This design comes from an exercise in tuning for small area, a short achievable clock period and few clock cycles per item on the open sky130 flow, not from production work.
In this exercise RTL edits were held to simulation tests only and were not proved equivalent to the original.

==> flow/design.v <==
module sha256d_miner (
	input             clk,
	input             rst,
	input             run,
	input             wr_blk,
	input             wr_tgt,
	input             wr_nonce,
	input      [31:0] wdata,
	output reg        found,
	output reg [31:0] found_nonce
);
localparam [31:0] IV0 = 32'h6a09e667, IV1 = 32'hbb67ae85, IV2 = 32'h3c6ef372, IV3 = 32'ha54ff53a,
                  IV4 = 32'h510e527f, IV5 = 32'h9b05688c, IV6 = 32'h1f83d9ab, IV7 = 32'h5be0cd19;
localparam [31:0] CA = 32'hb97e58b5, CE = 32'h9cbf5a55;
wire [31:0] wd = {wdata[7:0], wdata[15:8], wdata[23:16], wdata[31:24]};
reg [255:0] mid;           
reg [31:0]  mrk, tim, bts;
always @(posedge clk)
	if (wr_blk) begin
		mid <= {mid[223:0], mrk};
		mrk <= tim;
		tim <= bts;
		bts <= wd;
	end
reg [255:0] q;
always @(posedge clk)
	if (wr_tgt | run)
		q <= {q[223:0], run ? q[255:224] : wd};
reg [5:0]  cyc;
reg [1:0]  vcnt;
reg [31:0] nonce;
always @(posedge clk) begin
	if (rst | ~run)
		cyc <= 6'd47;
	else
		cyc <= cyc + 6'd1;
	if (rst | ~run)
		vcnt <= 2'd0;
	else if (cyc == 6'd9 && vcnt != 2'd2)
		vcnt <= vcnt + 2'd1;
	if (wr_nonce)
		nonce <= wd;
	else if (run && cyc == 6'd50)
		nonce <= nonce + 32'd1;
end
reg [31:0] ins1;
always @(*)
	case (cyc)
	6'd47: ins1 = mrk;
	6'd48: ins1 = tim;
	6'd49: ins1 = bts;
	6'd50: ins1 = nonce;
	6'd51: ins1 = 32'h80000000;
	6'd62: ins1 = 32'h00000280;
	default: ins1 = 32'h0;
	endcase
wire ins1_en = (cyc >= 6'd47) && (cyc <= 6'd62);
wire st1 = (cyc == 6'd63);
wire [31:0] a1, b1, c1, e1, f1, g1, an1, en1;
sha_core #(.ENG(1)) u1 (
	.clk(clk),
	.k(kfun(cyc + 6'd1)),
	.hsrc_ovr(st1), .hsrc_v(mid[255:224]), .dsrc_v(mid[127:96]),
	.ld(st1), .ld_a(mid[31:0]), .ld_b(mid[63:32]), .ld_c(mid[95:64]),
	.ld_e(mid[159:128]), .ld_f(mid[191:160]), .ld_g(mid[223:192]),
	.ld_hkw(1'b0),
	.ins_en(ins1_en), .ins_v(ins1),
	.wl(1'b0), .wl_v(256'h0), .corr(32'h0),
	.a(a1), .b(b1), .c(c1), .e(e1), .f(f1), .g(g1), .an(an1), .en(en1)
);
wire [5:0] h2 = cyc - 6'd9;
reg [31:0] ins2;
always @(*)
	case (h2)
	6'd55: ins2 = 32'h80000000;
	6'd62: ins2 = 32'h00000100;
	default: ins2 = 32'h0;
	endcase
wire ins2_en = (h2 >= 6'd55) && (h2 <= 6'd62);
wire [2:0] cj = cyc[2:0] - 3'd6;
wire corr_en = (cyc >= 6'd6) && (cyc <= 6'd13);
wire [31:0] corr = corr_en ? mid[32*cj +: 32] : 32'h0;
wire h2_63 = (h2 == 6'd63);
wire h2_0 = (h2 == 6'd0);
wire [31:0] a2, b2, c2, e2, f2, g2, an2, en2;
sha_core #(.ENG(2)) u2 (
	.clk(clk),
	.k(kfun(h2 + 6'd1)),
	.hsrc_ovr(h2_63 | h2_0), .hsrc_v(h2_63 ? CA : IV6), .dsrc_v(h2_63 ? CE : IV2),
	.ld(h2_0), .ld_a(32'h0), .ld_b(IV0), .ld_c(IV1), .ld_e(32'h0), .ld_f(IV4), .ld_g(IV5),
	.ld_hkw(1'b1),
	.ins_en(ins2_en), .ins_v(ins2),
	.wl(st1), .wl_v({g1, f1, e1, en1, c1, b1, a1, an1}), .corr(corr),
	.a(a2), .b(b2), .c(c2), .e(e2), .f(f2), .g(g2), .an(an2), .en(en2)
);
reg [31:0] ivh, ivl;
always @(*)
	case (cyc[1:0])
	2'd2: begin ivh = IV7; ivl = IV3; end    
	2'd3: begin ivh = IV6; ivl = IV2; end    
	2'd0: begin ivh = IV5; ivl = IV1; end    
	default: begin ivh = IV4; ivl = IV0; end  
	endcase
wire [31:0] xh = e2 + ivh;
wire [31:0] xl = a2 + ivl;
wire [31:0] th = q[223:192];
wire [31:0] tl = q[95:64];
wire lt_h = xh < th, eq_h = xh == th;
wire lt_l = xl < tl, eq_l = xl == tl;
reg  acc_lth, acc_eqh, acc_ltl, acc_eql;
wire first = (cyc == 6'd6);
wire nlt_h = first ? lt_h : (acc_lth | (acc_eqh & lt_h));
wire neq_h = (first | acc_eqh) & eq_h;
wire nlt_l = first ? lt_l : (acc_ltl | (acc_eql & lt_l));
wire neq_l = (first | acc_eql) & eq_l;
wire win = nlt_h | (neq_h & (nlt_l | neq_l));
always @(posedge clk) begin
	acc_lth <= nlt_h;
	acc_eqh <= neq_h;
	acc_ltl <= nlt_l;
	acc_eql <= neq_l;
	found <= run & ~rst & (cyc == 6'd9) & (vcnt == 2'd2) & win;
	found_nonce <= nonce - 32'd3;
end
function [31:0] kfun(input [5:0] i);
	case (i)
	6'd0: kfun = 32'h428a2f98; 6'd1: kfun = 32'h71374491; 6'd2: kfun = 32'hb5c0fbcf; 6'd3: kfun = 32'he9b5dba5;
	6'd4: kfun = 32'h3956c25b; 6'd5: kfun = 32'h59f111f1; 6'd6: kfun = 32'h923f82a4; 6'd7: kfun = 32'hab1c5ed5;
	6'd8: kfun = 32'hd807aa98; 6'd9: kfun = 32'h12835b01; 6'd10: kfun = 32'h243185be; 6'd11: kfun = 32'h550c7dc3;
	6'd12: kfun = 32'h72be5d74; 6'd13: kfun = 32'h80deb1fe; 6'd14: kfun = 32'h9bdc06a7; 6'd15: kfun = 32'hc19bf174;
	6'd16: kfun = 32'he49b69c1; 6'd17: kfun = 32'hefbe4786; 6'd18: kfun = 32'h0fc19dc6; 6'd19: kfun = 32'h240ca1cc;
	6'd20: kfun = 32'h2de92c6f; 6'd21: kfun = 32'h4a7484aa; 6'd22: kfun = 32'h5cb0a9dc; 6'd23: kfun = 32'h76f988da;
	6'd24: kfun = 32'h983e5152; 6'd25: kfun = 32'ha831c66d; 6'd26: kfun = 32'hb00327c8; 6'd27: kfun = 32'hbf597fc7;
	6'd28: kfun = 32'hc6e00bf3; 6'd29: kfun = 32'hd5a79147; 6'd30: kfun = 32'h06ca6351; 6'd31: kfun = 32'h14292967;
	6'd32: kfun = 32'h27b70a85; 6'd33: kfun = 32'h2e1b2138; 6'd34: kfun = 32'h4d2c6dfc; 6'd35: kfun = 32'h53380d13;
	6'd36: kfun = 32'h650a7354; 6'd37: kfun = 32'h766a0abb; 6'd38: kfun = 32'h81c2c92e; 6'd39: kfun = 32'h92722c85;
	6'd40: kfun = 32'ha2bfe8a1; 6'd41: kfun = 32'ha81a664b; 6'd42: kfun = 32'hc24b8b70; 6'd43: kfun = 32'hc76c51a3;
	6'd44: kfun = 32'hd192e819; 6'd45: kfun = 32'hd6990624; 6'd46: kfun = 32'hf40e3585; 6'd47: kfun = 32'h106aa070;
	6'd48: kfun = 32'h19a4c116; 6'd49: kfun = 32'h1e376c08; 6'd50: kfun = 32'h2748774c; 6'd51: kfun = 32'h34b0bcb5;
	6'd52: kfun = 32'h391c0cb3; 6'd53: kfun = 32'h4ed8aa4a; 6'd54: kfun = 32'h5b9cca4f; 6'd55: kfun = 32'h682e6ff3;
	6'd56: kfun = 32'h748f82ee; 6'd57: kfun = 32'h78a5636f; 6'd58: kfun = 32'h84c87814; 6'd59: kfun = 32'h8cc70208;
	6'd60: kfun = 32'h90befffa; 6'd61: kfun = 32'ha4506ceb; 6'd62: kfun = 32'hbef9a3f7; default: kfun = 32'hc67178f2;
	endcase
endfunction
endmodule
module sha_core #(parameter ENG = 1) (
	input             clk,
	input      [31:0] k,          
	input             hsrc_ovr,   
	input      [31:0] hsrc_v,
	input      [31:0] dsrc_v,
	input             ld,         
	input      [31:0] ld_a, ld_b, ld_c, ld_e, ld_f, ld_g,
	input             ld_hkw,     
	input             ins_en,     
	input      [31:0] ins_v,
	input             wl,         
	input     [255:0] wl_v,
	input      [31:0] corr,       
	output reg [31:0] a, b, c, e, f, g,
	output     [31:0] an, en
);
reg [31:0] hkw, dhkw;
reg [511:0] w;    
function [31:0] rotr(input [31:0] x, input integer n);
	rotr = (x >> n) | (x << (32 - n));
endfunction
wire [31:0] s1 = rotr(e, 6) ^ rotr(e, 11) ^ rotr(e, 25);
wire [31:0] ch = (e & f) ^ (~e & g);
wire [31:0] s0 = rotr(a, 2) ^ rotr(a, 13) ^ rotr(a, 22);
wire [31:0] mj = (a & b) ^ (a & c) ^ (b & c);
wire [31:0] p1 = hkw ^ s1 ^ ch;
wire [31:0] q1 = ((hkw & s1) | (hkw & ch) | (s1 & ch)) << 1;
wire [31:0] p2 = s0 ^ mj ^ p1;
wire [31:0] q2 = ((s0 & mj) | (s0 & p1) | (mj & p1)) << 1;
wire [31:0] p3 = q1 ^ p2 ^ q2;
wire [31:0] q3 = ((q1 & p2) | (q1 & q2) | (p2 & q2)) << 1;
assign an = p3 + q3;
wire [31:0] pe = dhkw ^ s1 ^ ch;
wire [31:0] qe = ((dhkw & s1) | (dhkw & ch) | (s1 & ch)) << 1;
assign en = pe + qe;
always @(posedge clk)
	if (ld) begin
		a <= ld_hkw ? hkw : ld_a;
		b <= ld_b;
		c <= ld_c;
		e <= ld_hkw ? dhkw : ld_e;
		f <= ld_f;
		g <= ld_g;
	end else begin
		a <= an;
		b <= a;
		c <= b;
		e <= en;
		f <= e;
		g <= f;
	end
wire [31:0] hs = hsrc_ovr ? hsrc_v : g;
wire [31:0] ds = hsrc_ovr ? dsrc_v : c;
wire [31:0] w0 = w[31:0];
wire [31:0] ph = hs ^ k ^ w0;
wire [31:0] qh = ((hs & k) | (hs & w0) | (k & w0)) << 1;
wire [31:0] pd = ds ^ ph ^ qh;
wire [31:0] qd = ((ds & ph) | (ds & qh) | (ph & qh)) << 1;
always @(posedge clk) begin
	hkw <= ph + qh;
	dhkw <= pd + qd;
end
wire [31:0] w1 = w[63:32], w9 = w[319:288], w14 = w[479:448];
wire [31:0] g0 = rotr(w1, 7) ^ rotr(w1, 18) ^ (w1 >> 3);
wire [31:0] g1 = rotr(w14, 17) ^ rotr(w14, 19) ^ (w14 >> 10);
wire [31:0] m1 = g1 ^ w9 ^ g0;
wire [31:0] n1 = ((g1 & w9) | (g1 & g0) | (w9 & g0)) << 1;
wire [31:0] m2 = m1 ^ n1 ^ w0;
wire [31:0] n2 = ((m1 & n1) | (m1 & w0) | (n1 & w0)) << 1;
wire [31:0] wnew = ins_en ? ins_v : (m2 + n2);
wire [31:0] w2c = (ENG == 2) ? (w[95:64] + corr) : w[95:64];
always @(posedge clk) begin
	w[31:0] <= w[63:32];
	w[63:32] <= w2c;
	w[255:64] <= w[287:96];
	if (wl)
		w[511:256] <= wl_v;
	else
		w[511:256] <= {wnew, w[511:288]};
end
endmodule
==> flow/run.sh <==
#!/bin/bash
# synth_recipe.tcl (not shown) runs the flow's synth.tcl, then flattens the netlist and writes it again
# the make line also repeats each setting of config.mk as NAME=value (left out here)
make -C /OpenROAD-flow-scripts/flow DESIGN_CONFIG=/design/flow/config.mk WORK_HOME=/design/flow/orfs CLKGATE_MAP_FILE= SYNTH_SCRIPT=/design/flow/synth_recipe.tcl finish
==> flow/config.mk <==
export PLATFORM = sky130hd
export DESIGN_NAME = sha256d_miner
export DESIGN_NICKNAME = sha256d_miner
export VERILOG_FILES = /design/flow/design.v
export SDC_FILE = /design/flow/constraint.sdc
export NUM_CORES = 4
export LEC_CHECK = 0
export CAP_MARGIN = 20
export CORE_MARGIN = 2
export CORE_UTILIZATION = 40
export SLEW_MARGIN = 20
==> flow/constraint.sdc <==
create_clock -name core_clock -period 12.0 [get_ports {clk}]
set_input_delay 2.4000 -clock core_clock [delete_from_list [all_inputs] [get_ports {clk}]]
set_output_delay 2.4000 -clock core_clock [all_outputs]
set_load 0.01 [all_outputs]
==> metrics.md, run 1 <==
| Metric | Value |
|---|---|
| Status | `timing/DRC/antenna clean` |
| Tightest Hold Check Type | `reg -> reg` |
| WP data arrival | `approximately 9.7 ns` |
| CTS tree | `done` |
| Avg WL per Cell | `~26 µm` |
| Crit-path slowest cell | `xor2_1` |
| Remaining DRCs | `0` |
| Clk root buf | `clkbuf_16` |
| Commonest cells after routing, fill and taps aside | `1669 x nand2_1, 1579 x dfxtp_1, 799 x inv_1, 676 x xnor2_1, 640 x edfxtp_1` |
| RSZ-0062 raised after global routing | `false` |
| Buffers and inverters on the worst path | `6` |
| Post-route cell area | `120200 µm²` |
| Least-Margin Pin Slew | `approximately 1.2 ns` |
| Cell Rows | `190` |
| Routed Antenna Nets | `0` |
| DP HPWL | `a little under 300 mm` |
| Largest stage delay, worst path | `just over 0.8 ns` |
| Multiplexer share of the synthesized area | `0.03287` |
| Placer Congestion | `a little under 1` |
| Worst-Skew Late Latency | `slightly above 0.9 ns` |
| Proportion of layout cells with a drive suffix above 1 | `0.06377` |
| Final wirelength | `around 370 mm` |
| Maximum capacitance violations | `0` |
| Overflow after GRT | `0` |
| CP top delay family | `compound AO/OA/AOI/OAI gates` |
| Yosys warns | `3` |
| Setup ws final | `slightly above 3 ns` |
| Fmax | `roughly 110 MHz` |
| CTS Hold Buffers Added | `0` |
| Commonest non-fill, non-tap cell in the layout | `nand2_1` |
| Adder-cell share of the synthesized area | `0.1493` |
| Vias | `76570` |
| Worst-path clk slew | `~0.060 ns` |
| Num Clock Sinks | `2221` |
| Number of enable flip-flop cells after synthesis | `640` |
| Syn Area/Cell | `10.34 µm²` |
| Largest family of logic cells by synthesized area | `adder cells` |
| Setup violations, final | `0` |
| Hold Vio Cnt, Final | `0` |
| Syn Inst Count | `roughly 10000` |
| Router iterations before antenna repair | `6` |
| Number of buffers created by CTS | `235` |
| Setup WS pre-CTS | `approximately 3.2 ns` |
| WP data required | `~13 ns` |
| Slew headroom | `0.1786` |
| Critical path class | `reg -> reg` |
| Post-synthesis simple-gate area fraction | `0.1143` |
| Initial antenna violation count | `16` |
| Die Wd | `about 520 µm` |
| Core area | `between 200000 and 300000 µm²` |
| First-pass GRT wire length | `between 500 and 600 mm` |
| Synth Area in XOR/XNOR | `0.07675` |
| Syn Nets | `around 11000` |
| Min cycle time layout | `between 8 and 9 ns` |
| Slew Viols, Final | `0` |
| Crit-path most repeated cell | `inv_1` |
| Total track usage | `0.2678` |
| Dpl cell area | `112500 µm²` |
| Crit-path max FO | `32` |
| Synth Area in Compound Gates | `0.1107` |
| Flops & latches, synth | `roughly 2200` |
| Vias in the first global route | `74460` |
| Setup TNS | `0 ns` |
| CTS Buffer Depth | `4` |
| Vias per cell | `between 5 and 6` |
| Post-Route Utilization | `0.4479` |
| Synth Flop Type | `dfxtp_1` |
| Sequential share of the synthesized area | `0.4704` |
| Crit end category | `register` |
| Distinct cells, synth | `90` |
| Startpoint Class | `register` |
| # resized after CTS | `0` |
| Area growth, synth to finish | `11.17%` |
| Initial Utilization | `0.4029` |
| Setup bufs post-CTS | `0` |
| Die Y | `~520 µm` |
| Final worst-path cycle share | `0.7445` |
| Clk_skew | `approximately 0.10 ns` |
| Nets@finish | `approximately 11000` |
| Largest net degree at the start of global routing | `between 150 and 200` |
| Port bufs | `70` |
| Hold_ws | `0.2856 ns` |
| Post-synth ARST share | `0` |
| Htree depth | `4` |
| Mapped Area | `about 110000 µm²` |
| Die area | `around 270000 µm²` |
| Initial drt markers | `roughly 8000` |
| IO Pins | `71` |
sequential cells by signal, summed over array words and instances, names as in the netlist, 256 cells and up:
signal,count
u1.w,512
mid,256
q,256
u2.w,512
per-layer routing:
layer | share of wire | up-vias | global-route usage
li1 | - | 35050 | -
met1 | 0.45 | 38040 | 0.3850
met2 | 0.44 | 2922 | 0.4054
met3 | 0.073 | 556 | 0.04588
met4 | 0.038 | 6 | 0.09307
met5 | 0.00011 | - | 0
layout make-up:
cell class              instances  area, µm²
fillers                     25070     148200
multi-input cells            6930      52560
flip-flops and latches       2221      50880
diodes                          7      17.52
inverters                     806       3025
clock buffers                 318       6613
repair buffers                182       1649
clock inverters               112       1037
well taps                    3552       4444
kinds of logic (layout without fill, tap and decap cells):
group,count (synthesis),in the layout
DFF,2221,2221
adders and majority gates,987,987
buffers and inverters,1310,1418
other,0,7
and+or+nand+nor,2855,2855
xor gates and xnor gates,946,946
muxes,259,259
AOI/OAI and AO/OA,1883,1883
worst reg2reg max path, stage by stage, from the launching register on:
cell and delay [ns]:
dfxtp_4 0.52, inv_1 0.23, ha_1 0.35, xor2_1 0.81, inv_2 0.27, nor2_1 0.42
nand3b_1 0.38, xor2_4 0.77, buf_4 0.48, o311ai_0 0.28, buf_4 0.24, fa_1 0.54
inv_1 0.07, fa_1 0.49, inv_1 0.04, ha_1 0.30, o21ai_0 0.08, nor2_1 0.19
nor4_1 0.12, o31ai_1 0.81, a21bo_2 0.35, a41oi_1 0.22, a21oi_1 0.24, nor2b_1 0.20
o21ai_0 0.14, a21oi_1 0.18, xor2_1 0.18
metrics by stage:
stage               instances
floorplan               10460
global placement        13690
detailed placement      13690
CTS                     14120
global route            14120
finish                  14130
worst paths after layout:
kind	slack [ns]	depth (start not counted)	to	from
max	3.07	26	u2.dhkw[30]	cyc[1]
min	0.29	0	u1.w[350]	u1.w[382]
max reg2reg	3.07	26	u2.dhkw[30]	cyc[1]
min reg2reg	0.29	0	u1.w[350]	u1.w[382]
Yosys cell counts (all sizes together) (39+ instances only):
cell | number | area share
and3 | 39 | 0.0023
o21bai | 49 | 0.0034
clkbuf | 443 | 0.015
nand3 | 107 | 0.0050
dfxtp | 1581 | 0.29
nor2 | 461 | 0.016
nand2b | 136 | 0.0079
a21o | 229 | 0.016
a22oi | 59 | 0.0041
o21ai | 479 | 0.022
xnor2 | 685 | 0.056
o211ai | 89 | 0.0062
xor2 | 261 | 0.021
and2 | 87 | 0.0050
a21oi | 493 | 0.023
inv | 803 | 0.028
a31oi | 60 | 0.0035
o21a | 56 | 0.0039
a211oi | 64 | 0.0045
fa | 507 | 0.094
edfxtp | 640 | 0.18
mux2 | 49 | 0.0051
nand2 | 1670 | 0.058
mux4 | 72 | 0.015
nor2b | 53 | 0.0031
buf | 61 | 0.0023
nor3 | 110 | 0.0051
ha | 476 | 0.055
mux2i | 138 | 0.013
or3 | 44 | 0.0025
nand4 | 53 | 0.0031
Testbench counts, summed over its fixed seeds: cycles 117,704, items 1,790.
==> run 2: changes to the inputs <==
--- a/flow/design.v
+++ b/flow/design.v
@@ -29,37 +29,47 @@
 reg [5:0]  cyc;
 reg [1:0]  vcnt;
 reg [31:0] nonce;
-always @(posedge clk) begin
-	if (rst | ~run)
-		cyc <= 6'd47;
-	else
-		cyc <= cyc + 6'd1;
+reg [31:0] k1, k2;         
+wire [5:0] cn = (rst | ~run) ? 6'd47 : cyc + 6'd1;
+reg st1, i_mrk, i_tim, i_bts, i_non, i_80, i_280, ins1_en;
+reg ins2_en, i2_80, i2_100, h2_63, h2_0, cmp_first, cmp_last, n_inc;
+reg [7:0] csel;
+always @(posedge clk) begin
+	cyc <= cn;
+	st1 <= cn == 6'd63;
+	i_mrk <= cn == 6'd47;
+	i_tim <= cn == 6'd48;
+	i_bts <= cn == 6'd49;
+	i_non <= cn == 6'd50;
+	i_80 <= cn == 6'd51;
+	i_280 <= cn == 6'd62;
+	ins1_en <= (cn >= 6'd47) && (cn <= 6'd62);
+	ins2_en <= cn <= 6'd7;
+	i2_80 <= cn == 6'd0;
+	i2_100 <= cn == 6'd7;
+	h2_63 <= cn == 6'd8;
+	h2_0 <= cn == 6'd9;
+	cmp_first <= cn == 6'd6;
+	cmp_last <= cn == 6'd9;
+	n_inc <= cn == 6'd50;
+	csel <= (cn >= 6'd6 && cn <= 6'd13) ? (8'd1 << (cn[2:0] - 3'd6)) : 8'd0;
+	k1 <= kfun(cn + 6'd1);
+	k2 <= kfun(cn - 6'd8);
 	if (rst | ~run)
 		vcnt <= 2'd0;
-	else if (cyc == 6'd9 && vcnt != 2'd2)
+	else if (cmp_last && vcnt != 2'd2)
 		vcnt <= vcnt + 2'd1;
 	if (wr_nonce)
 		nonce <= wd;
-	else if (run && cyc == 6'd50)
+	else if (run && n_inc)
 		nonce <= nonce + 32'd1;
 end
-reg [31:0] ins1;
-always @(*)
-	case (cyc)
-	6'd47: ins1 = mrk;
-	6'd48: ins1 = tim;
-	6'd49: ins1 = bts;
-	6'd50: ins1 = nonce;
-	6'd51: ins1 = 32'h80000000;
-	6'd62: ins1 = 32'h00000280;
-	default: ins1 = 32'h0;
-	endcase
-wire ins1_en = (cyc >= 6'd47) && (cyc <= 6'd62);
-wire st1 = (cyc == 6'd63);
+wire [31:0] ins1 = ({32{i_mrk}} & mrk) | ({32{i_tim}} & tim) | ({32{i_bts}} & bts) |
+                   ({32{i_non}} & nonce) | {i_80, 21'h0, i_280, 1'b0, i_280, 7'h0};
 wire [31:0] a1, b1, c1, e1, f1, g1, an1, en1;
 sha_core #(.ENG(1)) u1 (
 	.clk(clk),
-	.k(kfun(cyc + 6'd1)),
+	.k(k1),
 	.hsrc_ovr(st1), .hsrc_v(mid[255:224]), .dsrc_v(mid[127:96]),
 	.ld(st1), .ld_a(mid[31:0]), .ld_b(mid[63:32]), .ld_c(mid[95:64]),
 	.ld_e(mid[159:128]), .ld_f(mid[191:160]), .ld_g(mid[223:192]),
@@ -68,24 +78,18 @@
 	.wl(1'b0), .wl_v(256'h0), .corr(32'h0),
 	.a(a1), .b(b1), .c(c1), .e(e1), .f(f1), .g(g1), .an(an1), .en(en1)
 );
-wire [5:0] h2 = cyc - 6'd9;
-reg [31:0] ins2;
-always @(*)
-	case (h2)
-	6'd55: ins2 = 32'h80000000;
-	6'd62: ins2 = 32'h00000100;
-	default: ins2 = 32'h0;
-	endcase
-wire ins2_en = (h2 >= 6'd55) && (h2 <= 6'd62);
-wire [2:0] cj = cyc[2:0] - 3'd6;
-wire corr_en = (cyc >= 6'd6) && (cyc <= 6'd13);
-wire [31:0] corr = corr_en ? mid[32*cj +: 32] : 32'h0;
-wire h2_63 = (h2 == 6'd63);
-wire h2_0 = (h2 == 6'd0);
+wire [31:0] ins2 = {i2_80, 22'h0, i2_100, 8'h0};
+reg [31:0] corr;
+integer j;
+always @(*) begin
+	corr = 32'h0;
+	for (j = 0; j < 8; j = j + 1)
+		corr = corr | ({32{csel[j]}} & mid[32*j +: 32]);
+end
 wire [31:0] a2, b2, c2, e2, f2, g2, an2, en2;
 sha_core #(.ENG(2)) u2 (
 	.clk(clk),
-	.k(kfun(h2 + 6'd1)),
+	.k(k2),
 	.hsrc_ovr(h2_63 | h2_0), .hsrc_v(h2_63 ? CA : IV6), .dsrc_v(h2_63 ? CE : IV2),
 	.ld(h2_0), .ld_a(32'h0), .ld_b(IV0), .ld_c(IV1), .ld_e(32'h0), .ld_f(IV4), .ld_g(IV5),
 	.ld_hkw(1'b1),
@@ -101,14 +105,14 @@
 	2'd0: begin ivh = IV5; ivl = IV1; end    
 	default: begin ivh = IV4; ivl = IV0; end  
 	endcase
-wire [31:0] xh = e2 + ivh;
-wire [31:0] xl = a2 + ivl;
+wire [31:0] xh = add_bk(e2, ivh);
+wire [31:0] xl = add_bk(a2, ivl);
 wire [31:0] th = q[223:192];
 wire [31:0] tl = q[95:64];
-wire lt_h = xh < th, eq_h = xh == th;
-wire lt_l = xl < tl, eq_l = xl == tl;
+wire lt_h = lt_tree(xh, th), eq_h = xh == th;
+wire lt_l = lt_tree(xl, tl), eq_l = xl == tl;
 reg  acc_lth, acc_eqh, acc_ltl, acc_eql;
-wire first = (cyc == 6'd6);
+wire first = cmp_first;
 wire nlt_h = first ? lt_h : (acc_lth | (acc_eqh & lt_h));
 wire neq_h = (first | acc_eqh) & eq_h;
 wire nlt_l = first ? lt_l : (acc_ltl | (acc_eql & lt_l));
@@ -119,9 +123,42 @@
 	acc_eqh <= neq_h;
 	acc_ltl <= nlt_l;
 	acc_eql <= neq_l;
-	found <= run & ~rst & (cyc == 6'd9) & (vcnt == 2'd2) & win;
+	found <= run & ~rst & cmp_last & (vcnt == 2'd2) & win;
 	found_nonce <= nonce - 32'd3;
 end
+function [31:0] add_bk(input [31:0] x, input [31:0] y);
+	reg [31:0] G, P;
+	integer l, i;
+	begin
+		G = x & y;
+		P = x ^ y;
+		for (l = 0; l < 5; l = l + 1)
+			for (i = (2 << l) - 1; i < 32; i = i + (2 << l)) begin
+				G[i] = G[i] | (P[i] & G[i - (1 << l)]);
+				P[i] = P[i] & P[i - (1 << l)];
+			end
+		for (l = 3; l >= 0; l = l - 1)
+			for (i = (3 << l) - 1; i < 32; i = i + (2 << l)) begin
+				G[i] = G[i] | (P[i] & G[i - (1 << l)]);
+				P[i] = P[i] & P[i - (1 << l)];
+			end
+		add_bk = (x ^ y) ^ {G[30:0], 1'b0};
+	end
+endfunction
+function lt_tree(input [31:0] x, input [31:0] t);
+	reg [31:0] G, P;
+	integer l, i;
+	begin
+		G = t & ~x;
+		P = t | ~x;
+		for (l = 0; l < 5; l = l + 1)
+			for (i = (2 << l) - 1; i < 32; i = i + (2 << l)) begin
+				G[i] = G[i] | (P[i] & G[i - (1 << l)]);
+				P[i] = P[i] & P[i - (1 << l)];
+			end
+		lt_tree = G[31];
+	end
+endfunction
 function [31:0] kfun(input [5:0] i);
 	case (i)
 	6'd0: kfun = 32'h428a2f98; 6'd1: kfun = 32'h71374491; 6'd2: kfun = 32'hb5c0fbcf; 6'd3: kfun = 32'he9b5dba5;
@@ -162,6 +199,25 @@
 );
 reg [31:0] hkw, dhkw;
 reg [511:0] w;    
+function [31:0] add_bk(input [31:0] x, input [31:0] y);
+	reg [31:0] G, P;
+	integer l, i;
+	begin
+		G = x & y;
+		P = x ^ y;
+		for (l = 0; l < 5; l = l + 1)
+			for (i = (2 << l) - 1; i < 32; i = i + (2 << l)) begin
+				G[i] = G[i] | (P[i] & G[i - (1 << l)]);
+				P[i] = P[i] & P[i - (1 << l)];
+			end
+		for (l = 3; l >= 0; l = l - 1)
+			for (i = (3 << l) - 1; i < 32; i = i + (2 << l)) begin
+				G[i] = G[i] | (P[i] & G[i - (1 << l)]);
+				P[i] = P[i] & P[i - (1 << l)];
+			end
+		add_bk = (x ^ y) ^ {G[30:0], 1'b0};
+	end
+endfunction
 function [31:0] rotr(input [31:0] x, input integer n);
 	rotr = (x >> n) | (x << (32 - n));
 endfunction
@@ -203,8 +259,8 @@
 wire [31:0] pd = ds ^ ph ^ qh;
 wire [31:0] qd = ((ds & ph) | (ds & qh) | (ph & qh)) << 1;
 always @(posedge clk) begin
-	hkw <= ph + qh;
-	dhkw <= pd + qd;
+	hkw <= add_bk(ph, qh);
+	dhkw <= add_bk(pd, qd);
 end
 wire [31:0] w1 = w[63:32], w9 = w[319:288], w14 = w[479:448];
 wire [31:0] g0 = rotr(w1, 7) ^ rotr(w1, 18) ^ (w1 >> 3);
@@ -213,8 +269,8 @@
 wire [31:0] n1 = ((g1 & w9) | (g1 & g0) | (w9 & g0)) << 1;
 wire [31:0] m2 = m1 ^ n1 ^ w0;
 wire [31:0] n2 = ((m1 & n1) | (m1 & w0) | (n1 & w0)) << 1;
-wire [31:0] wnew = ins_en ? ins_v : (m2 + n2);
-wire [31:0] w2c = (ENG == 2) ? (w[95:64] + corr) : w[95:64];
+wire [31:0] wnew = ins_en ? ins_v : add_bk(m2, n2);
+wire [31:0] w2c = (ENG == 2) ? add_bk(w[95:64], corr) : w[95:64];
 always @(posedge clk) begin
 	w[31:0] <= w[63:32];
 	w[63:32] <= w2c;
==> metrics.md, run 2 <==
| Metric | Value |
|---|---|
| Crit end category | `register` |
| Final worst-path cycle share | `0.6415` |
| Top cell type's share of synthesized area | `0.3061` |
| Vias in the first global route | `between 70000 and 80000` |
| Tightest Hold Check Type | `reg -> reg` |
| Setup TNS | `0 ns` |
| Syn Area/Cell | `between 10 and 15 µm²` |
| Reg area | `around 53000 µm²` |
| Critical path class | `reg -> reg` |
| Core area | `around 270000 µm²` |
| RR Startpoint | `st1` |
| Reg2reg setup slack | `4.30 ns` |
| RSZ-0062 raised after global routing | `false` |
| Setup bufs post-CTS | `0` |
| Mapped Area | `109000 µm²` |
| Post-synth top area cell | `dfxtp_1` |
| Setup violations, final | `0` |
| Synth Flop Type | `dfxtp_1` |
| Avg WL per Cell | `between 20 and 30 µm` |
| Maximum capacitance violations | `0` |
| IO Pins | `between 70 and 80` |
| # resized after CTS | `0` |
| Placer Congestion | `1.003` |
| Initial antenna violation count | `26` |
| Die Y | `between 500 and 600 µm` |
| Commonest non-fill, non-tap cell in the layout | `dfxtp_1` |
| Clk_skew | `0.1103 ns` |
| Crit-path max FO | `63` |
| Total track usage | `0.2633` |
| WP data arrival | `8.56 ns` |
| Slew Viols, Final | `0` |
| Flops & latches, synth | `roughly 2300` |
| Status | `timing/DRC/antenna clean` |
| Cell Rows | `roughly 190` |
| Yosys warns | `3` |
| Slew headroom | `0.2191` |
| Hold Vio Cnt, Final | `0` |
| WP data required | `around 13 ns` |
| Top Registers | `u1.w (512), u2.w (512)` |
| Worst Hold Path EP | `u2.w[72]` |
| Initial drt markers | `7278` |
| Proportion of layout cells with a drive suffix above 1 | `0.1141` |
| CTS Hold Buffers Added | `0` |
| HP Start | `u2.w[104]` |
| Final wirelength | `about 370 mm` |
| Clk root buf | `clkbuf_16` |
| CTS tree | `done` |
| Htree depth | `4` |
| Nets@finish | `10710` |
| Most common cell in the netlist | `dfxtp_1` |
| DP HPWL | `approximately 290 mm` |
| FILL cells | `roughly 25000` |
| Routed Antenna Nets | `0` |
| Port bufs | `70` |
| Least-Margin Pin Slew | `about 1.2 ns` |
| Area growth, synth to finish | `11.83%` |
| Number of enable flip-flop cells after synthesis | `640` |
| Router iterations before antenna repair | `8` |
| Top cells by count, synth | `1667 x dfxtp_1, 1071 x inv_1, 640 x edfxtp_1, 628 x fa_1, 575 x xnor2_1` |
| Number of buffers created by CTS | `240` |
| Overflow after GRT | `0` |
| Num Clock Sinks | `roughly 2300` |
| Die Wd | `526.1 µm` |
| Commonest cells after routing, fill and taps aside | `1656 x dfxtp_1, 1071 x inv_1, 640 x edfxtp_1, 628 x fa_1, 570 x xnor2_1` |
| Remaining DRCs | `0` |
| Worst-Skew Late Latency | `approximately 0.94 ns` |
| First-pass GRT wire length | `roughly 530 mm` |
| Post-Route Utilization | `0.4499` |
| Ranking of synthesized cells by area | `dfxtp_1 31%, edfxtp_1 18%, fa_1 12%` |
| Hold path depth | `0` |
| Post-synth ARST share | `0` |
| Fmax | `roughly 130 MHz` |
| Vias per cell | `~5.4` |
| Syn Nets | `10700` |
| Sequential share of the synthesized area | `0.4824` |
| Initial Utilization | `0.4023` |
| Min cycle time layout | `around 7.7 ns` |
| Die area | `~280000 µm²` |
| Vias | `a little over 70000` |
| Worst Reg-to-Reg Cells | `20` |
| Distinct cells, synth | `84` |
| Worst-path clk slew | `around 0.070 ns` |
| Multi-input logic area | `roughly 50000 µm²` |
| Syn Inst Count | `between 9000 and 10000` |
| Largest net degree at the start of global routing | `about 150` |
| Worst r2r dst | `u1.dhkw[31]` |
| Startpoint Class | `register` |
| CTS Buffer Depth | `4` |
| Crit path from | `st1` |
==> run 2: how the worst max path moves through the flow <==
stage | endpoint | slack [ns]
after floorplan | q[0] | 5.44
after global placement | k1[6] | 4.41
after detailed placement | k1[6] | 4.29
after CTS | u1.dhkw[31] | 4.43
after global routing | u1.dhkw[31] | 4.00
final | u1.dhkw[31] | 4.30
==> run 2: cell type report <==
type | count | share of cell area
inverters | 1078 | 0.03319
clock inverters | 116 | 0.009791
clock buffers | 327 | 0.05709
flip-flops and latches | 2307 | 0.4317
multi-input cells | 5671 | 0.4174
well taps | 3570 | 0.03664
repair buffers | 200 | 0.01392
diodes | 16 | 0.0003284
==> run 2: cell families (layout without fill, tap and decap cells) <==
logic type,Yosys count,in the layout,share of synthesized area
xor gates and xnor gates,826,826,0.06636
and+or+nand+nor,1379,1379,0.06072
AOI/OAI and AO/OA,1744,1744,0.1044
other,0,16,0
adders and majority gates,1176,1176,0.1781
buffers and inverters,1514,1721,0.05241
muxes,546,546,0.05563
DFF,2307,2307,0.4824
==> run 2: layer usage <==
layer | GRT usage | up-vias | share of wire
li1 | - | 32220 | -
met1 | 0.3569 | 36250 | 0.42
met2 | 0.4051 | 2927 | 0.44
met3 | 0.04414 | 719 | 0.073
met4 | 0.1341 | 8 | 0.060
met5 | 0 | - | 0.00015
==> run 2: worst max-delay path, cell delays in order (launching register included) <==
cell      delay, ns
dfxtp_4        0.88
buf_4          0.74
mux2_2         0.43
fa_1           0.52
inv_1          0.09
fa_1           0.53
inv_1          0.06
ha_1           0.30
a211oi_1       0.35
o21ai_0        0.21
and2_1         0.29
o31a_1         0.41
a31o_2         0.30
o31a_1         0.32
a221o_1        0.43
a21boi_0       0.43
o21ai_0        0.25
fa_1           0.47
xnor2_1        0.21
xnor2_1        0.16
xnor2_1        0.13
==> run 2: stage by stage <==
stage	instance area (µm²)	setup WS (ns)	std cells	hold slack [ns]
2_1_floorplan	109000	5.436	9492	0.3096
3_3_place_gp	113700	4.409	12830	0.3096
3_5_place_dp	113700	4.288	12830	0.3121
4_1_cts	121900	4.431	13270	0.2322
5_1_grt	121900	3.999	13270	0.2419
6_report	121900	4.302	13290	0.2306
Testbench counts of run 2, summed over its fixed seeds: cycles 117,704, items 1,790.
==> run 3: changes to the inputs <==
--- a/flow/config.mk
+++ b/flow/config.mk
@@ -7,5 +7,6 @@
 export LEC_CHECK = 0
 export CAP_MARGIN = 20
 export CORE_MARGIN = 2
-export CORE_UTILIZATION = 40
+export CORE_UTILIZATION = 65
+export PLACE_DENSITY_LB_ADDON = 0.1
 export SLEW_MARGIN = 20
==> metrics.md, run 3 <==
| Metric | Value |
|---|---|
| Status | `timing/DRC/antenna clean` |
| Setup bufs post-CTS | `0` |
| CP top delay family | `compound AO/OA/AOI/OAI gates` |
| Crit-path slowest cell | `buf_4` |
| Router iterations before antenna repair | `9` |
| Syn Inst Count | `around 9500` |
| Cell Rows | `150` |
| Post-synth ARST share | `0` |
| Worst-path clk slew | `~0.07 ns` |
| DP HPWL | `around 270 mm` |
| Final wirelength | `roughly 370 mm` |
| Die area | `171000 µm²` |
| Initial drt markers | `9000` |
| Startpoint Class | `register` |
| Synth Flop Type | `dfxtp_1` |
| CTS tree | `done` |
| Largest net degree at the start of global routing | `between 100 and 150` |
| Setup violations, final | `0` |
| RSZ-0062 raised after global routing | `false` |
| CTS Buffer Depth | `3` |
| Vias per cell | `roughly 6.3` |
| Proportion of layout cells with a drive suffix above 1 | `0.1116` |
| Distinct cells, synth | `84` |
| Setup TNS | `0 ns` |
| Initial antenna violation count | `17` |
| Top cells by count, synth | `1667 x dfxtp_1, 1071 x inv_1, 640 x edfxtp_1, 628 x fa_1, 575 x xnor2_1` |
| Slew Viols, Final | `0` |
| Commonest non-fill, non-tap cell in the layout | `dfxtp_1` |
| Htree depth | `4` |
| CTS Hold Buffers Added | `0` |
| Finished Layout Cells | `~12000` |
| WP data required | `12.82 ns` |
| Mapped Area | `~110000 µm²` |
| Core area | `166800 µm²` |
| Avg WL per Cell | `31.06 µm` |
| Critical path class | `reg -> reg` |
| Vias in the first global route | `approximately 75000` |
| Clk_skew | `approximately 0.078 ns` |
| Vias | `approximately 75000` |
| Port bufs | `70` |
| Nets@finish | `around 11000` |
| Fmax | `about 140 MHz` |
| Buffers and inverters on the worst path | `3` |
| Top Registers | `u1.w (512), u2.w (512)` |
| Total track usage | `0.4299` |
| FILL cells | `roughly 11000` |
| Flops & latches, synth | `roughly 2300` |
| Number of enable flip-flop cells after synthesis | `640` |
| Syn Area/Cell | `~11 µm²` |
| Tightest Hold Check Type | `reg -> reg` |
| Min cycle time layout | `roughly 7.4 ns` |
| Final worst-path cycle share | `0.6137` |
| Post-synth top area cell | `dfxtp_1` |
| Placer Congestion | `~1.0` |
| Clk root buf | `clkbuf_16` |
| Yosys warns | `3` |
| Area growth, synth to finish | `9.910%` |
| Syn Nets | `10700` |
| Crit end category | `register` |
| Slew headroom | `0.07572` |
| Remaining DRCs | `0` |
| Num Clock Sinks | `between 2000 and 2500` |
| Crit-path max FO | `69` |
| Worst-Skew Late Latency | `~0.90 ns` |
| # resized after CTS | `0` |
| CP Cell Sequence | `buf_4 > mux2_2 > fa_1 > inv_1 > fa_1 > inv_1 > ha_1 > a211oi_1 > o21ai_0 > and2_1 > o31a_1 > a31o_2 > o31a_1 > a221o_1 > a21boi_0 > o21ai_0 > fa_1 > xnor2_1 > xnor2_1 > xnor2_1` |
| Least-Margin Pin Slew | `roughly 1.4 ns` |
| Commonest cells after routing, fill and taps aside | `1656 x dfxtp_1, 1071 x inv_1, 640 x edfxtp_1, 628 x fa_1, 570 x xnor2_1` |
| Routed Antenna Nets | `0` |
| Die Y | `413.5 µm` |
| Sequential share of the synthesized area | `0.4824` |
| Ranking of synthesized cells by area | `dfxtp_1 31%, edfxtp_1 18%, fa_1 12%` |
| Number of buffers created by CTS | `around 220` |
| Dpl cells | `~11000` |
| Reg2reg setup slack | `roughly 4.6 ns` |
| IO Pins | `71` |
| Initial Utilization | `0.6534` |
| Hold Vio Cnt, Final | `0` |
| First-pass GRT wire length | `~520 mm` |
| Die Wd | `413.5 µm` |
| Maximum capacitance violations | `0` |
| Top cell type's share of synthesized area | `0.3061` |
| Largest stage delay, worst path | `0.78 ns` |
| Most common cell in the netlist | `dfxtp_1` |
| Overflow after GRT | `0` |
| WP data arrival | `about 8.2 ns` |
[run 3: cell count changes in the layout (fill, tap and decap cells not counted), moves of 7 or more]
cell	previous run	this run
clkinv_1	10	17
clkinv_2	50	39
clkbuf_16	254	234
clkbuf_1	40	28
clkinv_16	2	12
diode_2	16	7
buf_4	127	119
[run 3: layout make-up]
cell class	count	area, µm²	area share
Sequential cell	2307	52610	0.4391
Inverter	1078	4046	0.03377
Antenna cell	7	17.52	0.0001462
Tap cell	2204	2758	0.02301
Multi-Input combinational cell	5671	50880	0.4246
Timing Repair Buffer	192	1640	0.01369
Clock inverter	129	1488	0.01242
Clock buffer	293	6387	0.05331
[run 3: layer usage]
layer,wire length [µm],vias up,track usage,part of all wire
met5,46,-,0,0.00012
met1,134800,37060,0.5421,0.37
met4,34170,8,0.3218,0.093
met2,161500,4614,0.6478,0.44
li1,-,32120,-,-
met3,38500,1265,0.09870,0.10
[run 3: final timing paths]
| kind | to | start | depth (start not counted) |
|---|---|---|---|
| max | u1.dhkw[31] | st1 | 20 |
| min | u1.w[455] | u1.w[487] | 0 |
| max reg2reg | u1.dhkw[31] | st1 | 20 |
| min reg2reg | u1.w[455] | u1.w[487] | 0 |
[run 3: kinds of logic after synthesis]
| logic type | Yosys count | synth area share |
|---|---|---|
| buffers and inverters | 1514 | 0.05241 |
| AOI/OAI and AO/OA | 1744 | 0.1044 |
| adders and majority gates | 1176 | 0.1781 |
| xor gates and xnor gates | 826 | 0.06636 |
| and+or+nand+nor | 1379 | 0.06072 |
| DFF | 2307 | 0.4824 |
| muxes | 546 | 0.05563 |
[run 3: worst register-to-register path, delay by kind of cell, from the launching register on]
family / cells / cell delay [ns]
adders and majority gates: 4 / 1.83
AOI/OAI and AO/OA: 8 / 2.59
muxes: 1 / 0.49
buffers and inverters: 3 / 0.95
xor gates and xnor gates: 3 / 0.56
DFF: 1 / 0.67
and+or+nand+nor: 1 / 0.20
[run 3: through the flow]
| stage | setup slack [ns] | hold slack [ns] | instance area, µm² | utilization |
|---|---|---|---|---|
| after floorplan | 5.436 | 0.3096 | 109000 | - |
| after global placement | 4.458 | 0.3097 | 111900 | 0.6708 |
| after detailed placement | 4.417 | 0.3121 | 111900 | 0.6708 |
| after CTS | 4.793 | 0.2723 | 119800 | 0.7180 |
| after global routing | 4.364 | 0.2896 | 119800 | 0.7181 |
| final | 4.635 | 0.2706 | 119800 | 0.7182 |
==> run 4: changes to the inputs <==
--- a/flow/design.v
+++ b/flow/design.v
@@ -31,12 +31,16 @@
 reg [31:0] nonce;
 reg [31:0] k1, k2;         
 wire [5:0] cn = (rst | ~run) ? 6'd47 : cyc + 6'd1;
+(* keep *) reg st1h;
+(* keep *) reg st1w;
 reg st1, i_mrk, i_tim, i_bts, i_non, i_80, i_280, ins1_en;
 reg ins2_en, i2_80, i2_100, h2_63, h2_0, cmp_first, cmp_last, n_inc;
 reg [7:0] csel;
 always @(posedge clk) begin
 	cyc <= cn;
 	st1 <= cn == 6'd63;
+	st1h <= cn == 6'd63;
+	st1w <= cn == 6'd63;
 	i_mrk <= cn == 6'd47;
 	i_tim <= cn == 6'd48;
 	i_bts <= cn == 6'd49;
@@ -62,22 +66,10 @@
 	if (wr_nonce)
 		nonce <= wd;
 	else if (run && n_inc)
-		nonce <= nonce + 32'd1;
+		nonce <= nonce + 32'd2;
 end
-wire [31:0] ins1 = ({32{i_mrk}} & mrk) | ({32{i_tim}} & tim) | ({32{i_bts}} & bts) |
-                   ({32{i_non}} & nonce) | {i_80, 21'h0, i_280, 1'b0, i_280, 7'h0};
-wire [31:0] a1, b1, c1, e1, f1, g1, an1, en1;
-sha_core #(.ENG(1)) u1 (
-	.clk(clk),
-	.k(k1),
-	.hsrc_ovr(st1), .hsrc_v(mid[255:224]), .dsrc_v(mid[127:96]),
-	.ld(st1), .ld_a(mid[31:0]), .ld_b(mid[63:32]), .ld_c(mid[95:64]),
-	.ld_e(mid[159:128]), .ld_f(mid[191:160]), .ld_g(mid[223:192]),
-	.ld_hkw(1'b0),
-	.ins_en(ins1_en), .ins_v(ins1),
-	.wl(1'b0), .wl_v(256'h0), .corr(32'h0),
-	.a(a1), .b(b1), .c(c1), .e(e1), .f(f1), .g(g1), .an(an1), .en(en1)
-);
+wire [31:0] ins1c = ({32{i_mrk}} & mrk) | ({32{i_tim}} & tim) | ({32{i_bts}} & bts) |
+                    {i_80, 21'h0, i_280, 1'b0, i_280, 7'h0};
 wire [31:0] ins2 = {i2_80, 22'h0, i2_100, 8'h0};
 reg [31:0] corr;
 integer j;
@@ -86,17 +78,6 @@
 	for (j = 0; j < 8; j = j + 1)
 		corr = corr | ({32{csel[j]}} & mid[32*j +: 32]);
 end
-wire [31:0] a2, b2, c2, e2, f2, g2, an2, en2;
-sha_core #(.ENG(2)) u2 (
-	.clk(clk),
-	.k(k2),
-	.hsrc_ovr(h2_63 | h2_0), .hsrc_v(h2_63 ? CA : IV6), .dsrc_v(h2_63 ? CE : IV2),
-	.ld(h2_0), .ld_a(32'h0), .ld_b(IV0), .ld_c(IV1), .ld_e(32'h0), .ld_f(IV4), .ld_g(IV5),
-	.ld_hkw(1'b1),
-	.ins_en(ins2_en), .ins_v(ins2),
-	.wl(st1), .wl_v({g1, f1, e1, en1, c1, b1, a1, an1}), .corr(corr),
-	.a(a2), .b(b2), .c(c2), .e(e2), .f(f2), .g(g2), .an(an2), .en(en2)
-);
 reg [31:0] ivh, ivl;
 always @(*)
 	case (cyc[1:0])
@@ -105,26 +86,64 @@
 	2'd0: begin ivh = IV5; ivl = IV1; end    
 	default: begin ivh = IV4; ivl = IV0; end  
 	endcase
-wire [31:0] xh = add_bk(e2, ivh);
-wire [31:0] xl = add_bk(a2, ivl);
 wire [31:0] th = q[223:192];
 wire [31:0] tl = q[95:64];
-wire lt_h = lt_tree(xh, th), eq_h = xh == th;
-wire lt_l = lt_tree(xl, tl), eq_l = xl == tl;
-reg  acc_lth, acc_eqh, acc_ltl, acc_eql;
-wire first = cmp_first;
-wire nlt_h = first ? lt_h : (acc_lth | (acc_eqh & lt_h));
-wire neq_h = (first | acc_eqh) & eq_h;
-wire nlt_l = first ? lt_l : (acc_ltl | (acc_eql & lt_l));
-wire neq_l = (first | acc_eql) & eq_l;
-wire win = nlt_h | (neq_h & (nlt_l | neq_l));
+wire [1:0] wins;
+wire [31:0] a1_0, b1_0, c1_0, e1_0, f1_0, g1_0, an1_0, en1_0;
+sha_core #(.ENG(1)) u1_0 (
+	.clk(clk),
+	.k(k1),
+	.hsrc_ovr(st1h), .hsrc_v(mid[255:224]), .dsrc_v(mid[127:96]),
+	.ld(st1), .ld_a(mid[31:0]), .ld_b(mid[63:32]), .ld_c(mid[95:64]),
+	.ld_e(mid[159:128]), .ld_f(mid[191:160]), .ld_g(mid[223:192]),
+	.ld_hkw(1'b0),
+	.ins_en(ins1_en), .ins_v(ins1c | ({32{i_non}} & nonce)),
+	.wl(1'b0), .wl_v(256'h0), .corr(32'h0),
+	.a(a1_0), .b(b1_0), .c(c1_0), .e(e1_0), .f(f1_0), .g(g1_0), .an(an1_0), .en(en1_0)
+);
+wire [31:0] a2_0, b2_0, c2_0, e2_0, f2_0, g2_0, an2_0, en2_0;
+sha_core #(.ENG(2)) u2_0 (
+	.clk(clk),
+	.k(k2),
+	.hsrc_ovr(h2_63 | h2_0), .hsrc_v(h2_63 ? CA : IV6), .dsrc_v(h2_63 ? CE : IV2),
+	.ld(h2_0), .ld_a(32'h0), .ld_b(IV0), .ld_c(IV1), .ld_e(32'h0), .ld_f(IV4), .ld_g(IV5),
+	.ld_hkw(1'b1),
+	.ins_en(ins2_en), .ins_v(ins2),
+	.wl(st1w), .wl_v({g1_0, f1_0, e1_0, en1_0, c1_0, b1_0, a1_0, an1_0}), .corr(corr),
+	.a(a2_0), .b(b2_0), .c(c2_0), .e(e2_0), .f(f2_0), .g(g2_0), .an(an2_0), .en(en2_0)
+);
+cmp_unit cu_0 (.clk(clk), .first(cmp_first), .xe(e2_0), .xa(a2_0), .ivh(ivh), .ivl(ivl),
+	.th(th), .tl(tl), .win(wins[0]));
+wire [31:0] a1_1, b1_1, c1_1, e1_1, f1_1, g1_1, an1_1, en1_1;
+sha_core #(.ENG(1)) u1_1 (
+	.clk(clk),
+	.k(k1),
+	.hsrc_ovr(st1h), .hsrc_v(mid[255:224]), .dsrc_v(mid[127:96]),
+	.ld(st1), .ld_a(mid[31:0]), .ld_b(mid[63:32]), .ld_c(mid[95:64]),
+	.ld_e(mid[159:128]), .ld_f(mid[191:160]), .ld_g(mid[223:192]),
+	.ld_hkw(1'b0),
+	.ins_en(ins1_en), .ins_v(ins1c | ({32{i_non}} & (nonce + 32'd1))),
+	.wl(1'b0), .wl_v(256'h0), .corr(32'h0),
+	.a(a1_1), .b(b1_1), .c(c1_1), .e(e1_1), .f(f1_1), .g(g1_1), .an(an1_1), .en(en1_1)
+);
+wire [31:0] a2_1, b2_1, c2_1, e2_1, f2_1, g2_1, an2_1, en2_1;
+sha_core #(.ENG(2)) u2_1 (
+	.clk(clk),
+	.k(k2),
+	.hsrc_ovr(h2_63 | h2_0), .hsrc_v(h2_63 ? CA : IV6), .dsrc_v(h2_63 ? CE : IV2),
+	.ld(h2_0), .ld_a(32'h0), .ld_b(IV0), .ld_c(IV1), .ld_e(32'h0), .ld_f(IV4), .ld_g(IV5),
+	.ld_hkw(1'b1),
+	.ins_en(ins2_en), .ins_v(ins2),
+	.wl(st1w), .wl_v({g1_1, f1_1, e1_1, en1_1, c1_1, b1_1, a1_1, an1_1}), .corr(corr),
+	.a(a2_1), .b(b2_1), .c(c2_1), .e(e2_1), .f(f2_1), .g(g2_1), .an(an2_1), .en(en2_1)
+);
+cmp_unit cu_1 (.clk(clk), .first(cmp_first), .xe(e2_1), .xa(a2_1), .ivh(ivh), .ivl(ivl),
+	.th(th), .tl(tl), .win(wins[1]));
+reg [0:0] pend;
 always @(posedge clk) begin
-	acc_lth <= nlt_h;
-	acc_eqh <= neq_h;
-	acc_ltl <= nlt_l;
-	acc_eql <= neq_l;
-	found <= run & ~rst & cmp_last & (vcnt == 2'd2) & win;
-	found_nonce <= nonce - 32'd3;
+	pend <= cmp_last ? (wins[1:1] & {1{vcnt == 2'd2}}) : (pend >> 1);
+	found <= run & ~rst & (cmp_last ? ((vcnt == 2'd2) & wins[0]) : pend[0]);
+	found_nonce <= nonce + {26'h0, cyc} - 32'd15;
 end
 function [31:0] add_bk(input [31:0] x, input [31:0] y);
 	reg [31:0] G, P;
@@ -180,6 +199,62 @@
 	endcase
 endfunction
 endmodule
+module cmp_unit (
+	input         clk,
+	input         first,
+	input  [31:0] xe, xa, ivh, ivl, th, tl,
+	output        win
+);
+wire [31:0] xh = xe + ivh;
+wire [31:0] xl = xa + ivl;
+wire lt_h = lt_tree(xh, th), eq_h = xh == th;
+wire lt_l = lt_tree(xl, tl), eq_l = xl == tl;
+reg  acc_lth, acc_eqh, acc_ltl, acc_eql;
+wire nlt_h = first ? lt_h : (acc_lth | (acc_eqh & lt_h));
+wire neq_h = (first | acc_eqh) & eq_h;
+wire nlt_l = first ? lt_l : (acc_ltl | (acc_eql & lt_l));
+wire neq_l = (first | acc_eql) & eq_l;
+assign win = nlt_h | (neq_h & (nlt_l | neq_l));
+always @(posedge clk) begin
+	acc_lth <= nlt_h;
+	acc_eqh <= neq_h;
+	acc_ltl <= nlt_l;
+	acc_eql <= neq_l;
+end
+function [31:0] add_bk(input [31:0] x, input [31:0] y);
+	reg [31:0] G, P;
+	integer l, i;
+	begin
+		G = x & y;
+		P = x ^ y;
+		for (l = 0; l < 5; l = l + 1)
+			for (i = (2 << l) - 1; i < 32; i = i + (2 << l)) begin
+				G[i] = G[i] | (P[i] & G[i - (1 << l)]);
+				P[i] = P[i] & P[i - (1 << l)];
+			end
+		for (l = 3; l >= 0; l = l - 1)
+			for (i = (3 << l) - 1; i < 32; i = i + (2 << l)) begin
+				G[i] = G[i] | (P[i] & G[i - (1 << l)]);
+				P[i] = P[i] & P[i - (1 << l)];
+			end
+		add_bk = (x ^ y) ^ {G[30:0], 1'b0};
+	end
+endfunction
+function lt_tree(input [31:0] x, input [31:0] t);
+	reg [31:0] G, P;
+	integer l, i;
+	begin
+		G = t & ~x;
+		P = t | ~x;
+		for (l = 0; l < 5; l = l + 1)
+			for (i = (2 << l) - 1; i < 32; i = i + (2 << l)) begin
+				G[i] = G[i] | (P[i] & G[i - (1 << l)]);
+				P[i] = P[i] & P[i - (1 << l)];
+			end
+		lt_tree = G[31];
+	end
+endfunction
+endmodule
 module sha_core #(parameter ENG = 1) (
 	input             clk,
 	input      [31:0] k,          
@@ -259,8 +334,8 @@
 wire [31:0] pd = ds ^ ph ^ qh;
 wire [31:0] qd = ((ds & ph) | (ds & qh) | (ph & qh)) << 1;
 always @(posedge clk) begin
-	hkw <= add_bk(ph, qh);
-	dhkw <= add_bk(pd, qd);
+	hkw <= ph + qh;
+	dhkw <= pd + qd;
 end
 wire [31:0] w1 = w[63:32], w9 = w[319:288], w14 = w[479:448];
 wire [31:0] g0 = rotr(w1, 7) ^ rotr(w1, 18) ^ (w1 >> 3);
@@ -269,8 +344,8 @@
 wire [31:0] n1 = ((g1 & w9) | (g1 & g0) | (w9 & g0)) << 1;
 wire [31:0] m2 = m1 ^ n1 ^ w0;
 wire [31:0] n2 = ((m1 & n1) | (m1 & w0) | (n1 & w0)) << 1;
-wire [31:0] wnew = ins_en ? ins_v : add_bk(m2, n2);
-wire [31:0] w2c = (ENG == 2) ? add_bk(w[95:64], corr) : w[95:64];
+wire [31:0] wnew = ins_en ? ins_v : (m2 + n2);
+wire [31:0] w2c = (ENG == 2) ? (w[95:64] + corr) : w[95:64];
 always @(posedge clk) begin
 	w[31:0] <= w[63:32];
 	w[63:32] <= w2c;
==> metrics.md, run 4 <==
| Metric | Value |
|---|---|
| Status | `timing/DRC/antenna clean` |
| Total track usage | `0.5009` |
| # resized after CTS | `0` |
| DP HPWL | `approximately 570 mm` |
| Largest net degree at the start of global routing | `around 210` |
| Yosys warns | `4` |
| Setup WS pre-CTS | `about 4.2 ns` |
| IO Pins | `71` |
| Die area | `about 300000 µm²` |
| Vias per cell | `between 6 and 7` |
| Worst Hold Path EP | `u1_0.w[339]` |
| Overflow after GRT | `0` |
| Commonest cells after routing, fill and taps aside | `3194 x dfxtp_1, 2169 x inv_1, 1457 x xnor2_1, 1121 x nand2_1, 1101 x ha_1` |
| Vias | `between 100k and 150k` |
| Vias in the first global route | `about 140k` |
| Router iterations before antenna repair | `13` |
| Post-route cell area | `between 200000 and 250000 µm²` |
| Min cycle time layout | `7.155 ns` |
| Finished Layout Cells | `22360` |
| Worst Reg-to-Reg Cells | `29` |
| Die Y | `roughly 540 µm` |
| Crit-path slowest cell | `ha_1` |
| Worst r2r dst | `pend` |
| First-pass GRT wire length | `~1000 mm` |
| Worst-path clk slew | `around 0.070 ns` |
| Core area | `290800 µm²` |
| CTS Buffer Depth | `4` |
| RSZ-0062 raised after global routing | `false` |
| Post-Route Utilization | `0.7156` |
| Proportion of layout cells with a drive suffix above 1 | `0.08951` |
| Hold Vio Cnt, Final | `0` |
| Avg WL per Cell | `33.54 µm` |
| Setup ws final | `roughly 4.8 ns` |
| Hold path depth | `0` |
| Startpoint Class | `register` |
| Mapped Area | `approximately 190000 µm²` |
| Crit-path max FO | `16` |
| Placer Congestion | `between 1 and 1.5` |
| Largest stage delay, worst path | `between 0.6 and 0.7 ns` |
| Port bufs | `70` |
| Fmax | `139.8 MHz` |
| Slew headroom | `0.1040` |
| Clk_skew | `between 0.1 and 0.15 ns` |
| CTS Hold Buffers Added | `0` |
| Clk root buf | `clkbuf_16` |
| Routed Antenna Nets | `0` |
| Reg2reg setup slack | `4.85 ns` |
| Maximum capacitance violations | `0` |
| Nets@finish | `20220` |
| Num Clock Sinks | `approximately 3800` |
| RR Startpoint | `cyc[1]` |
| Syn Nets | `between 20000 and 25000` |
| Least-Margin Pin Slew | `about 1.3 ns` |
| Dpl cell area | `between 150000 and 200000 µm²` |
| Initial drt markers | `around 23000` |
| Crit-path most repeated cell | `o21bai_1` |
| Area growth, synth to finish | `9.594%` |
| Remaining DRCs | `0` |
| Worst-Skew Late Latency | `1.05 ns` |
| WP data arrival | `between 8 and 9 ns` |
| Setup TNS | `0 ns` |
| Htree depth | `5` |
| Syn Area/Cell | `10.48 µm²` |
| Commonest non-fill, non-tap cell in the layout | `dfxtp_1` |
| Cell Rows | `between 150 and 200` |
| Initial antenna violation count | `about 110` |
| HP Start | `u1_0.w[371]` |
| Dpl cells | `21590` |
| Final wirelength | `around 750 mm` |
| WP data required | `12.86 ns` |
| CTS tree | `done` |
| Hold_ws | `around 0.26 ns` |
| Slew Viols, Final | `0` |
| Die Wd | `around 540 µm` |
| Initial Utilization | `0.6529` |
| Final worst-path cycle share | `0.5962` |
| Number of buffers created by CTS | `approximately 380` |
| Tightest Hold Check Type | `reg -> reg` |
| Syn Inst Count | `roughly 18000` |
| Critical path class | `reg -> reg` |
| Setup bufs post-CTS | `0` |
| Setup violations, final | `0` |
| Crit end category | `register` |
[run 4: layout make-up]
type / instances / area, µm²
inverter: 2182 / 8195
sequential: 3848 / 83460
clock inverter: 197 / 2745
antenna: 74 / 185.2
multi-input combinational: 11410 / 95870
fill: 19840 / 82730
clock buffer: 500 / 10610
timing repair buffer: 247 / 2167
tap: 3900 / 4880
[run 4: metal layers]
| layer | vias to the layer above | share of wire | GRT usage |
|---|---|---|---|
| li1 | 60390 | - | - |
| met1 | 69300 | 0.35 | 0.6079 |
| met2 | 11210 | 0.40 | 0.6937 |
| met3 | 3212 | 0.15 | 0.2071 |
| met4 | 58 | 0.10 | 0.4074 |
| met5 | - | 0.0010 | 0.01802 |
[run 4: critical path, delay by kind of cell, from the launching register on]
| kind | cells | cell delay (ns) |
|---|---|---|
| flops | 1 | 0.30 |
| compound gates | 20 | 3.97 |
| simple gates | 1 | 0.12 |
| xor+xnor | 1 | 0.16 |
| buf+inv | 3 | 0.85 |
| fa+ha+maj | 4 | 1.65 |
[run 4: how the worst max path moves through the flow]
stage / depth (start not counted) / slack (ns) / startpoint / end
floorplan: 3 / 5.32 / run / q[0]
global placement: 15 / 4.12 / run / k1[23]
detailed placement: 15 / 4.17 / run / k1[23]
CTS: 29 / 4.91 / cyc[1] / pend
global route: 30 / 4.35 / cyc[1] / pend
finish: 29 / 4.85 / cyc[1] / pend
Testbench counts of run 4, summed over its fixed seeds: cycles 60,820, items 1,790.
==> run 5: changes to the inputs <==
--- a/flow/config.mk
+++ b/flow/config.mk
@@ -9,4 +9,5 @@
 export CORE_MARGIN = 2
 export CORE_UTILIZATION = 65
 export PLACE_DENSITY_LB_ADDON = 0.1
+export SETUP_SLACK_MARGIN = 5
 export SLEW_MARGIN = 20
==> metrics.md, run 5 <==
| Metric | Value |
|---|---|
| Status | `timing/DRC/antenna clean` |
| Maximum capacitance violations | `0` |
| WP data required | `roughly 13 ns` |
| Placer Congestion | `between 1 and 1.5` |
| Syn Inst Count | `18130` |
| Initial drt markers | `22400` |
| Setup ws final | `5.226 ns` |
| Syn Nets | `around 20000` |
| Dpl cell area | `194500 µm²` |
| CTS tree | `done` |
| Vias per cell | `roughly 6.5` |
| WP data arrival | `between 7 and 8 ns` |
| Worst-Skew Late Latency | `between 1 and 1.5 ns` |
| Initial antenna violation count | `between 100 and 150` |
| DP HPWL | `~570 mm` |
| Routed Antenna Nets | `0` |
| FILL cells | `about 20000` |
| First-pass GRT wire length | `1038 mm` |
| Num Clock Sinks | `3848` |
| Router iterations before antenna repair | `15` |
| Core area | `roughly 290000 µm²` |
| RSZ-0062 raised after global routing | `false` |
| Yosys warns | `4` |
| Clk root buf | `clkbuf_16` |
| Worst-path clk slew | `0.08 ns` |
| Number of buffers created by CTS | `approximately 380` |
| Post-route cell area | `~210000 µm²` |
| Tightest Hold Check Type | `reg -> reg` |
| Crit end category | `register` |
| Overflow after GRT | `0` |
| Crit-path max FO | `36` |
| Vias in the first global route | `around 140k` |
| Clk_skew | `around 0.14 ns` |
| CTS Buffer Depth | `4` |
| Min cycle time layout | `between 6 and 7 ns` |
| IO Pins | `71` |
| Syn Area/Cell | `between 10 and 15 µm²` |
| Total track usage | `0.5009` |
| Initial Utilization | `0.6529` |
| Cell Rows | `approximately 200` |
| Commonest non-fill, non-tap cell in the layout | `dfxtp_1` |
| Fmax | `around 150 MHz` |
| Area growth, synth to finish | `9.635%` |
| Vias | `144600` |
| Htree depth | `5` |
| Final worst-path cycle share | `0.5645` |
| Die area | `296500 µm²` |
| Largest net degree at the start of global routing | `around 210` |
| Setup violations, final | `0` |
| Commonest cells after routing, fill and taps aside | `3192 x dfxtp_1, 2169 x inv_1, 1457 x xnor2_1, 1120 x nand2_1, 1099 x ha_1` |
| Mapped Area | `around 190000 µm²` |
| Final wirelength | `approximately 750 mm` |
| Slew headroom | `0.08653` |
| Avg WL per Cell | `roughly 34 µm` |
| Port bufs | `70` |
| Die Wd | `between 500 and 600 µm` |
| Setup TNS | `0 ns` |
| Hold Vio Cnt, Final | `0` |
| Die Y | `approximately 540 µm` |
| Startpoint Class | `register` |
| Setup WS pre-CTS | `approximately 4.2 ns` |
| Slew Viols, Final | `0` |
| Nets@finish | `20220` |
| Least-Margin Pin Slew | `1.366 ns` |
| Remaining DRCs | `0` |
| Proportion of layout cells with a drive suffix above 1 | `0.08984` |
| Critical path class | `reg -> reg` |
[run 5: layout make-up]
type,count,area [µm²],area share
Sequential cell,3848,83470,0.4009
Clock buffer,500,10610,0.05095
Multi-Input combinational cell,11410,95900,0.4606
Antenna cell,93,232.7,0.001118
Tap cell,3900,4880,0.02344
Timing Repair Buffer,247,2167,0.01041
Clock inverter,197,2745,0.01319
Inverter,2182,8195,0.03936
[run 5: path summary, 6_finish.rpt]
kind | from | end | slack (ns) | depth (start not counted)
worst max-delay path | h2_63 | u2_0.dhkw[31] | 5.23 | 21
worst min-delay path | u1_0.w[371] | u1_0.w[339] | 0.26 | 0
worst max register to register | h2_63 | u2_0.dhkw[31] | 5.23 | 21
worst min register to register | u1_0.w[371] | u1_0.w[339] | 0.26 | 0
[run 5: metrics by stage]
step                cells  hold WS (ns)  utilization
floorplan           18130        0.3096            -
global placement    21580        0.3096       0.6686
detailed placement  21590        0.3121       0.6686
CTS                 22280        0.2531       0.7146
global route        22300        0.2640       0.7151
finish              22380        0.2613       0.7158
[run 5: what timing repair did]
action / CTS / global route
hold buffers: 0 / 0
endpoints found under the hold margin: 0 / 0
buffers inserted: 0 / 0
gates resized for setup: 2 / 9
setup endpoints to repair: 1 / 7
[run 5: routing by layer]
layer,vias up,global-route usage,share of wire
li1,60390,-,-
met1,69520,0.6074,0.35
met2,11430,0.6936,0.40
met3,3210,0.2081,0.15
met4,60,0.4074,0.10
met5,-,0.01769,0.0011
[run 5: worst max-delay path, stage by stage, from the launching register on]
cell      delay (ns)
dfxtp_2         0.31
buf_4           0.51
or2_2           0.44
buf_4           0.48
nor2_1          0.12
fa_1            0.40
inv_1           0.14
fa_1            0.19
ha_1            0.19
inv_1           0.07
fa_1            0.46
nor2b_1         0.13
o21ai_1         0.09
a21boi_1        0.23
o21ai_1         0.12
a21boi_1        0.35
o211a_1         0.44
a311o_1         0.36
o21ai_1         0.29
o41ai_1         0.88
a221oi_1        0.23
xnor2_1         0.17

==> afterwards: timing with drivers on the ports <==
The flow's constraints put no driver on any port. The routed layouts listed below were extracted and timed again, unchanged, in two steps. Step 1 sets driving cells, clkbuf_16 on the clock port and buf_2 on the other inputs (assumed; they add their load-dependent delay and slew). Step 2, shift: input delay + t, output delay - t, t = (earliest + latest rising clock arrival at the registers) / 2. This alone moves slack from input paths to output paths. a / b / c = ideal / step 1 / step 2; a / b = the first two.
run | t, ns | slack for setup (ns) | slew at the worst register clock pin (ns)
run 1 | 0.971 | 3.066 / 3.066 / 3.066 | 0.07 / 0.07
run 2 | 0.992 | 4.302 / 4.302 / 4.153 | 0.07 / 0.07
run 3 | 0.951 | 4.635 / 4.635 / 4.242 | 0.08 / 0.08
run 4 | 1.103 | 4.845 / 4.845 / 4.376 | 0.08 / 0.08
run 5 | 1.100 | 5.226 / 5.226 / 4.342 | 0.08 / 0.08
After both steps every run listed still meets setup and hold. The setup slack of run 5, which loses most, moves by 0.000 ns with the drivers and by -0.884 ns with both steps.
